This design comes from an exercise in tuning for small area, a short achievable clock period and few clock cycles on the open sky130 flow, not from production work. RTL that was checked went through simulation tests only; none was proved equivalent to the original. Power and IR drop assume default switching activity.

## rev 12
==> flow/design.v <==
module fastadd #(parameter N = 8)
(input [N-1:0] x, y,
input ci,
output [N-1:0] s);
reg [N:0] G, P;
integer i, d;
always @(*) begin
	G[0] = ci;
	P[0] = 1'b0;
	for (i = 0; i < N; i = i + 1) begin
		G[i+1] = x[i] & y[i];
		P[i+1] = x[i] ^ y[i];
	end
	for (d = 1; d <= N; d = d * 2)
		for (i = N; i >= d; i = i - 1) begin
			G[i] = G[i] | (P[i] & G[i-d]);
			P[i] = P[i] & P[i-d];
		end
end
assign s = x ^ y ^ G[N-1:0];
endmodule
module my_cpu(input clk, reset,
output [5:0] address,
output memWr,
output [7:0] writedata,
input [7:0] readdata, IN,
output [7:0] OUT,
output halt
);
reg [5:0] pc;
reg [7:0] a;
reg [7:0] outr;
reg [7:0] ir;       
reg       ev;       
reg       ym, yi, yc;   
reg [7:0] rf [0:7];
reg       haltr;
reg       s_ldi, s_jmp, s_ldm, s_stm, s_dld, s_dst;
wire s_d   = s_dld | s_dst;
wire fetch = ~(s_ldi | s_jmp | s_ldm | s_stm | s_d | haltr);
assign address   = pc;
assign memWr     = s_dst;
assign writedata = a;
assign OUT       = outr;
assign halt      = haltr;
wire [3:0] eh = ir[7:4];
wire [2:0] er = ir[2:0];
wire [7:0] rv = rf[er];
wire e_lda = ev & (eh == 4'h1);
wire e_sta = ev & (eh == 4'h2);
wire e_and = ev & (eh == 4'hA);
wire e_or  = ev & (eh == 4'hB);
wire e_add = ev & (eh == 4'hC);
wire e_sub = ev & (eh == 4'hD);
wire e_e   = ev & (eh == 4'hE) & ~ir[3] & ~(ir[2] & ir[1]);
wire e_not = e_e & (ir[2:0] == 3'd0);
wire e_inc = e_e & (ir[2:0] == 3'd1);
wire e_dec = e_e & (ir[2:0] == 3'd2);
wire e_shl = e_e & (ir[2:0] == 3'd3);
wire e_shr = e_e & (ir[2:0] == 3'd4);
wire e_ror = e_e & (ir[2:0] == 3'd5);
wire e_in  = ev & (ir == 8'hF0);
wire e_out = ev & (ir == 8'hF1);
wire e_aw = e_lda | e_and | e_or | e_add | e_sub | e_e | e_in;
wire       e_arith = e_add | e_sub | e_inc | e_dec;
wire [7:0] y = ({8{ym}} & rv) ^ {8{yi}};
wire [7:0] sum;
fastadd #(8) adder(a, y, yc, sum);
wire       a_mem = s_ldi | s_dld;
wire       a_hold = ~(e_aw | a_mem);
wire [7:0] ares = ({8{e_lda}} & rv)
                | ({8{e_and}} & (a & rv))
                | ({8{e_or}} & (a | rv))
                | ({8{e_arith}} & sum)
                | ({8{e_not}} & ~a)
                | ({8{e_shl}} & {a[6:0], 1'b0})
                | ({8{e_shr}} & {1'b0, a[7:1]})
                | ({8{e_ror}} & {a[0], a[7:1]})
                | ({8{e_in}} & IN)
                | ({8{a_mem}} & readdata)
                | ({8{a_hold}} & a);
always @(posedge clk)
	if (e_sta)
		rf[er] <= a;
wire [3:0] fh = readdata[7:4];
wire       flo0 = (readdata[3:0] == 4'd0);
wire       f_br = (fh[3:2] == 2'b01 & fh[1]) | (fh[3:2] == 2'b10 & ~fh[1]);
wire       az = (a == 8'd0);
reg        f_take;
always @(*)
	case (fh)
		4'h7:    f_take = az;
		4'h8:    f_take = ~az;
		4'h9:    f_take = ~a[7] & (~flo0 | ~az);
		default: f_take = 1'b1;
	endcase
wire f_stall = f_br & (fh != 4'h6) & e_aw;
wire f_ldm  = (readdata == 8'h30);
wire f_stm  = (readdata == 8'h40);
wire f_ldi  = (readdata == 8'h50);
wire f_halt = (readdata == 8'hF2);
wire f_e    = ~f_br & ~f_ldm & ~f_stm & ~f_ldi & ~f_halt;
wire f_add  = (fh == 4'hC);
wire f_sub  = (fh == 4'hD);
wire f_inc  = (readdata == 8'hE1);
wire f_dec  = (readdata == 8'hE2);
wire f_go   = fetch & ~f_stall;
wire f_jabs = f_go & f_br & flo0 & f_take;      
wire f_skip = f_go & f_br & flo0 & ~f_take;     
wire f_jrel = f_go & f_br & ~flo0 & f_take;
wire f_next = f_go & ~f_halt & ~f_skip & ~f_jrel;
wire [5:0] pc1 = pc + 6'd1;
wire [5:0] pc2 = pc + 6'd2;
wire [5:0] pcrel;
fastadd #(6) reladd(pc1, {{3{readdata[3]}}, readdata[2:0] ^ {3{readdata[3]}}}, readdata[3], pcrel);
wire p_inc  = f_next | s_ldi;
wire p_rd   = s_jmp | s_ldm | s_stm;
wire p_hold = ~(p_inc | f_skip | f_jrel | p_rd | s_d);
wire [5:0] pcn = ({6{p_inc}} & pc1)
               | ({6{f_skip}} & pc2)
               | ({6{f_jrel}} & pcrel)
               | ({6{p_rd}} & readdata[5:0])
               | ({6{s_d}} & ir[5:0])
               | ({6{p_hold}} & pc);
always @(posedge clk) begin
	if (s_ldm | s_stm)
		ir <= {2'b00, pc1};
	else
		ir <= readdata;
	ym <= f_add | f_sub;
	yi <= f_sub | f_dec;
	yc <= f_sub | f_inc;
	if (reset) begin
		pc <= 6'd0;
		a <= 8'd0;
		outr <= 8'd0;
		ev <= 1'b0;
		haltr <= 1'b0;
		s_ldi <= 1'b0; s_jmp <= 1'b0; s_ldm <= 1'b0; s_stm <= 1'b0;
		s_dld <= 1'b0; s_dst <= 1'b0;
	end else begin
		a <= ares;
		pc <= pcn;
		if (e_out) outr <= a;
		ev    <= f_go & f_e;
		haltr <= haltr | (f_go & f_halt);
		s_ldi <= f_go & f_ldi;
		s_ldm <= f_go & f_ldm;
		s_stm <= f_go & f_stm;
		s_jmp <= f_jabs;
		s_dld <= s_ldm;
		s_dst <= s_stm;
	end
end
endmodule
clock: 5.0 ns
lec_check: 0
cap_margin: 20
core_margin: 2
core_utilization: 40
setup_slack_margin: 2.0
slew_margin: 20
run.sh (not shown) runs the stock make flow with config.mk's settings and CLKGATE_MAP_FILE= SYNTH_SCRIPT=/design/flow/synth_recipe.tcl, a recipe that flattens the netlist after the stock synthesis.
Modified inputs, rev 13 compared to rev 12
--- a/flow/design.v
+++ b/flow/design.v
@@ -46,5 +46,7 @@
 wire [3:0] eh = ir[7:4];
 wire [2:0] er = ir[2:0];
-wire [7:0] rv = rf[er];
+reg  [7:0] b;
+reg        fwd;
+wire [7:0] rv = fwd ? a : b;
 wire e_lda = ev & (eh == 4'h1);
 wire e_sta = ev & (eh == 4'h2);
@@ -128,4 +130,6 @@
 	else
 		ir <= readdata;
+	b <= rf[readdata[2:0]];
+	fwd <= e_sta & (er == readdata[2:0]);
 	ym <= f_add | f_sub;
 	yi <= f_sub | f_dec;
==> summary.txt <==
In rev 13 the layout overhead on the synthesized area turned out 0.55 points higher than in rev 12.
After detailed routing, rev 12 needs less wire than rev 13.
In rev 13 the smallest hold slack turned out 13 ps lower than in rev 12.
Compared with rev 12, rev 13 shows setup slack higher by 220 ps.
Floorplan check, rev 13 vs rev 12: die outline larger in rev 13
On critical path depth, the lower figure sits with rev 13, not rev 12.
On fmax, rev 13 does better than rev 12.
Relative to rev 12, rev 13 degrades maximum vdd drop.
Looking only at combinational fraction of design power, and setting everything else aside, the higher value of rev 13 and rev 12 goes to rev 12.
No run of this note included a check of the RTL's function; only the layout flow was run.


Starts from the design.v that is shown in full above.
export LEC_CHECK = 0
export CAP_MARGIN = 20
export CORE_MARGIN = 2
export CORE_UTILIZATION = 40
export SETUP_SLACK_MARGIN = 2.5
export SLEW_MARGIN = 20
create_clock -name core_clock -period 5.0 [get_ports {clk}]
==> next run, changes <==
--- a/flow/design.v
+++ b/flow/design.v
@@ -32,7 +32,7 @@
 reg [7:0] outr;
 reg [7:0] ir;       
 reg       ev;       
-reg       ym, yi, yc;   
+reg       yi, yc;   
 reg [7:0] rf [0:7];
 reg       haltr;
 reg       s_ldi, s_jmp, s_ldm, s_stm, s_dld, s_dst;
@@ -45,7 +45,14 @@
 assign halt      = haltr;
 wire [3:0] eh = ir[7:4];
 wire [2:0] er = ir[2:0];
-wire [7:0] rv = rf[er];
+reg  [7:0] rsel;
+reg  [7:0] rv;
+integer k;
+always @(*) begin
+	rv = 8'd0;
+	for (k = 0; k < 8; k = k + 1)
+		rv = rv | ({8{rsel[k]}} & rf[k]);
+end
 wire e_lda = ev & (eh == 4'h1);
 wire e_sta = ev & (eh == 4'h2);
 wire e_and = ev & (eh == 4'hA);
@@ -63,7 +70,7 @@
 wire e_out = ev & (ir == 8'hF1);
 wire e_aw = e_lda | e_and | e_or | e_add | e_sub | e_e | e_in;
 wire       e_arith = e_add | e_sub | e_inc | e_dec;
-wire [7:0] y = ({8{ym}} & rv) ^ {8{yi}};
+wire [7:0] y = rv ^ {8{yi}};
 wire [7:0] sum;
 fastadd #(8) adder(a, y, yc, sum);
 wire       a_mem = s_ldi | s_dld;
@@ -80,8 +87,9 @@
                 | ({8{a_mem}} & readdata)
                 | ({8{a_hold}} & a);
 always @(posedge clk)
-	if (e_sta)
-		rf[er] <= a;
+	for (k = 0; k < 8; k = k + 1)
+		if (e_sta & rsel[k])
+			rf[k] <= a;
 wire [3:0] fh = readdata[7:4];
 wire       flo0 = (readdata[3:0] == 4'd0);
 wire       f_br = (fh[3:2] == 2'b01 & fh[1]) | (fh[3:2] == 2'b10 & ~fh[1]);
@@ -127,7 +135,7 @@
 		ir <= {2'b00, pc1};
 	else
 		ir <= readdata;
-	ym <= f_add | f_sub;
+	rsel <= (f_inc | f_dec) ? 8'd0 : (8'd1 << readdata[2:0]);
 	yi <= f_sub | f_dec;
 	yc <= f_sub | f_inc;
 	if (reset) begin
What happened:
- cell area drops by 0.80%
- total power went up by 8.0%
- fmax increases by 13%
- via count grows by 2.7%
- hold slack gets worse by 14 ps
- die area is about the same
- final cell count climbs by 1.3%
- setup slack is better by 350 ps
Testbench counts after the change, summed over its fixed seeds: cycles 27,619.
The RTL of the first run of this note was laid out without a check of its function.


oak:
my_cpu, a different RTL version from the one above (not shown whole).
Size in the first run: roughly 490 cells after synthesis, about 100 flip-flops, ~42 I/O pins, roughly 0.0054 mm² of cells after synthesis.
==> module fastadd, before the edit <==
module fastadd #(parameter N = 8)
(input [N-1:0] x, y,
input ci,
output [N-1:0] s);
reg [N:0] G, P;
integer i, d;
always @(*) begin
	G[0] = ci;
	P[0] = 1'b0;
	for (i = 0; i < N; i = i + 1) begin
		G[i+1] = x[i] & y[i];
		P[i+1] = x[i] ^ y[i];
	end
	for (d = 1; d <= N; d = d * 2)
		for (i = N; i >= d; i = i - 1) begin
			G[i] = G[i] | (P[i] & G[i-d]);
			P[i] = P[i] & P[i-d];
		end
end
assign s = x ^ y ^ G[N-1:0];
endmodule
==> module my_cpu, before the edit <==
module my_cpu(input clk, reset,
output [5:0] address,
output memWr,
output [7:0] writedata,
input [7:0] readdata, IN,
output [7:0] OUT,
output halt
);
reg [5:0] pc;
reg [7:0] a;
reg [7:0] outr;
reg [7:0] ir;       
reg       ev;       
reg [7:0] rf [0:7];
reg       haltr;
reg       s_ldi, s_jmp, s_ldm, s_stm, s_dld, s_dst;
wire s_d   = s_dld | s_dst;
wire fetch = ~(s_ldi | s_jmp | s_ldm | s_stm | s_d | haltr);
assign address   = s_d ? ir[5:0] : pc;
assign memWr     = s_dst;
assign writedata = a;
assign OUT       = outr;
assign halt      = haltr;
wire [3:0] eh = ir[7:4];
wire [2:0] er = ir[2:0];
wire [7:0] rv = rf[er];
wire e_lda = ev & (eh == 4'h1);
wire e_sta = ev & (eh == 4'h2);
wire e_and = ev & (eh == 4'hA);
wire e_or  = ev & (eh == 4'hB);
wire e_add = ev & (eh == 4'hC);
wire e_sub = ev & (eh == 4'hD);
wire e_e   = ev & (eh == 4'hE) & ~ir[3] & ~(ir[2] & ir[1]);
wire e_not = e_e & (ir[2:0] == 3'd0);
wire e_inc = e_e & (ir[2:0] == 3'd1);
wire e_dec = e_e & (ir[2:0] == 3'd2);
wire e_shl = e_e & (ir[2:0] == 3'd3);
wire e_shr = e_e & (ir[2:0] == 3'd4);
wire e_ror = e_e & (ir[2:0] == 3'd5);
wire e_in  = ev & (ir == 8'hF0);
wire e_out = ev & (ir == 8'hF1);
wire e_aw = e_lda | e_and | e_or | e_add | e_sub | e_e | e_in;
wire       e_arith = e_add | e_sub | e_inc | e_dec;
wire [7:0] y = ({8{e_add | e_sub}} & rv) ^ {8{e_sub | e_dec}};
wire [7:0] sum;
fastadd #(8) adder(a, y, e_sub | e_inc, sum);
wire       a_mem = s_ldi | s_dld;
wire       a_hold = ~(e_aw | a_mem);
wire [7:0] ares = ({8{e_lda}} & rv)
                | ({8{e_and}} & (a & rv))
                | ({8{e_or}} & (a | rv))
                | ({8{e_arith}} & sum)
                | ({8{e_not}} & ~a)
                | ({8{e_shl}} & {a[6:0], 1'b0})
                | ({8{e_shr}} & {1'b0, a[7:1]})
                | ({8{e_ror}} & {a[0], a[7:1]})
                | ({8{e_in}} & IN)
                | ({8{a_mem}} & readdata)
                | ({8{a_hold}} & a);
always @(posedge clk)
	if (e_sta)
		rf[er] <= a;
wire [3:0] fh = readdata[7:4];
wire       flo0 = (readdata[3:0] == 4'd0);
wire       f_br = (fh[3:2] == 2'b01 & fh[1:0] != 2'b00 & fh[1:0] != 2'b01) | (fh[3:2] == 2'b10 & fh[1] == 1'b0);
wire       az = (a == 8'd0);
reg        f_take;
always @(*)
	case (fh)
		4'h7:    f_take = az;
		4'h8:    f_take = ~az;
		4'h9:    f_take = ~a[7] & (~flo0 | ~az);
		default: f_take = 1'b1;
	endcase
wire f_stall = f_br & (fh != 4'h6) & e_aw;
wire f_ldm  = (readdata == 8'h30);
wire f_stm  = (readdata == 8'h40);
wire f_ldi  = (readdata == 8'h50);
wire f_halt = (readdata == 8'hF2);
wire f_e    = ~f_br & ~f_ldm & ~f_stm & ~f_ldi & ~f_halt;
wire f_go   = fetch & ~f_stall;
wire f_jabs = f_go & f_br & flo0 & f_take;      
wire f_skip = f_go & f_br & flo0 & ~f_take;     
wire f_jrel = f_go & f_br & ~flo0 & f_take;
wire f_next = f_go & ~f_halt & ~f_skip & ~f_jrel;
wire [5:0] pc1 = pc + 6'd1;
wire [5:0] pc2 = pc + 6'd2;
wire [5:0] pcrel;
fastadd #(6) reladd(pc1, {{3{readdata[3]}}, readdata[2:0] ^ {3{readdata[3]}}}, readdata[3], pcrel);
wire p_inc  = f_next | s_ldi | s_ldm | s_stm;
wire p_hold = ~(p_inc | f_skip | f_jrel | s_jmp);
wire [5:0] pcn = ({6{p_inc}} & pc1)
               | ({6{f_skip}} & pc2)
               | ({6{f_jrel}} & pcrel)
               | ({6{s_jmp}} & readdata[5:0])
               | ({6{p_hold}} & pc);
always @(posedge clk) begin
	ir <= readdata;
	if (reset) begin
		pc <= 6'd0;
		a <= 8'd0;
		outr <= 8'd0;
		ev <= 1'b0;
		haltr <= 1'b0;
		s_ldi <= 1'b0; s_jmp <= 1'b0; s_ldm <= 1'b0; s_stm <= 1'b0;
		s_dld <= 1'b0; s_dst <= 1'b0;
	end else begin
		a <= ares;
		pc <= pcn;
		if (e_out) outr <= a;
		ev    <= f_go & f_e;
		haltr <= haltr | (f_go & f_halt);
		s_ldi <= f_go & f_ldi;
		s_ldm <= f_go & f_ldm;
		s_stm <= f_go & f_stm;
		s_jmp <= f_jabs;
		s_dld <= s_ldm;
		s_dst <= s_stm;
	end
end
endmodule
Settings: LEC_CHECK=0, CAP_MARGIN=20, CORE_MARGIN=2, CORE_UTILIZATION=40, SETUP_SLACK_MARGIN=2.0, SLEW_MARGIN=20; clock period 5.0 ns.
## Diff of input files: cedar against oak
--- a/flow/design.v
+++ b/flow/design.v
@@ -1,24 +1,3 @@
-module fastadd #(parameter N = 8)
-(input [N-1:0] x, y,
-input ci,
-output [N-1:0] s);
-reg [N:0] G, P;
-integer i, d;
-always @(*) begin
-	G[0] = ci;
-	P[0] = 1'b0;
-	for (i = 0; i < N; i = i + 1) begin
-		G[i+1] = x[i] & y[i];
-		P[i+1] = x[i] ^ y[i];
-	end
-	for (d = 1; d <= N; d = d * 2)
-		for (i = N; i >= d; i = i - 1) begin
-			G[i] = G[i] | (P[i] & G[i-d]);
-			P[i] = P[i] & P[i-d];
-		end
-end
-assign s = x ^ y ^ G[N-1:0];
-endmodule
 module my_cpu(input clk, reset,
 output [5:0] address,
 output memWr,
@@ -63,8 +42,7 @@
 wire e_aw = e_lda | e_and | e_or | e_add | e_sub | e_e | e_in;
 wire       e_arith = e_add | e_sub | e_inc | e_dec;
 wire [7:0] y = ({8{e_add | e_sub}} & rv) ^ {8{e_sub | e_dec}};
-wire [7:0] sum;
-fastadd #(8) adder(a, y, e_sub | e_inc, sum);
+wire [7:0] sum = a + y + {7'd0, e_sub | e_inc};
 wire       a_mem = s_ldi | s_dld;
 wire       a_hold = ~(e_aw | a_mem);
 wire [7:0] ares = ({8{e_lda}} & rv)
@@ -106,8 +84,7 @@
 wire f_next = f_go & ~f_halt & ~f_skip & ~f_jrel;
 wire [5:0] pc1 = pc + 6'd1;
 wire [5:0] pc2 = pc + 6'd2;
-wire [5:0] pcrel;
-fastadd #(6) reladd(pc1, {{3{readdata[3]}}, readdata[2:0] ^ {3{readdata[3]}}}, readdata[3], pcrel);
+wire [5:0] pcrel = readdata[3] ? pc1 - {3'd0, readdata[2:0]} : pc1 + {3'd0, readdata[2:0]};
 wire p_inc  = f_next | s_ldi | s_ldm | s_stm;
 wire p_hold = ~(p_inc | f_skip | f_jrel | s_jmp);
 wire [5:0] pcn = ({6{p_inc}} & pc1)
@@ -116,7 +93,8 @@
                | ({6{s_jmp}} & readdata[5:0])
                | ({6{p_hold}} & pc);
 always @(posedge clk) begin
-	ir <= readdata;
+	if (~s_d)
+		ir <= readdata;
 	if (reset) begin
 		pc <= 6'd0;
 		a <= 8'd0;
- For the maximum frequency, cedar came in 15 MHz lower than oak did.
- Compared with oak, placement density in the core of cedar is higher.
- Largest stage delay on the critical path was higher in the run labelled oak.
- Any difference in synthesized cell count between cedar and oak is small enough to ignore.
- oak reports its endpoint of the most critical setup path as a[5] while cedar reports a[6].
- oak → cedar: post-synth net total climbed 0.38%, share of the clock period used by the worst path after layout now larger.
Function was not checked in any run of this note: the RTL went through the layout flow alone.

-- afterwards: timing with drivers on the ports --
The results above use ideal ports. As a check the final layouts listed here were re-extracted and re-timed, cells and wires unchanged. Step 1: set_driving_cell puts a clkbuf_16 on clk and a buf_2 on each other input, an assumption about the parent block. Step 2 adds t to the input delays and takes it off the output delays; t is the mean of the earliest and latest rising clock arrival at the registers after step 1. Input paths then give back, and output paths get back, about the clock's delay inside the block. Three values: no drivers, after step 1, after step 2; two values: the first two.
run	t (ns)	setup WS [ns]	slew at the worst register clock pin (ns)
rev 12	0.388	1.868 / 1.868 / 1.715	0.08 / 0.08
rev 13	0.459	2.086 / 2.078 / 1.644	0.06 / 0.06
the first run of note 2	0.396	1.963 / 1.963 / 1.963	0.08 / 0.08
the second run of note 2	0.393	2.318 / 2.318 / 2.218	0.08 / 0.08
oak	0.388	1.979 / 1.979 / 1.717	0.07 / 0.07
cedar	0.391	1.837 / 1.837 / 1.683	0.08 / 0.08
After both steps every run listed still meets setup and hold. For rev 13, which loses most, drivers alone change the setup slack by -0.008 ns; drivers and shift together by -0.442 ns.
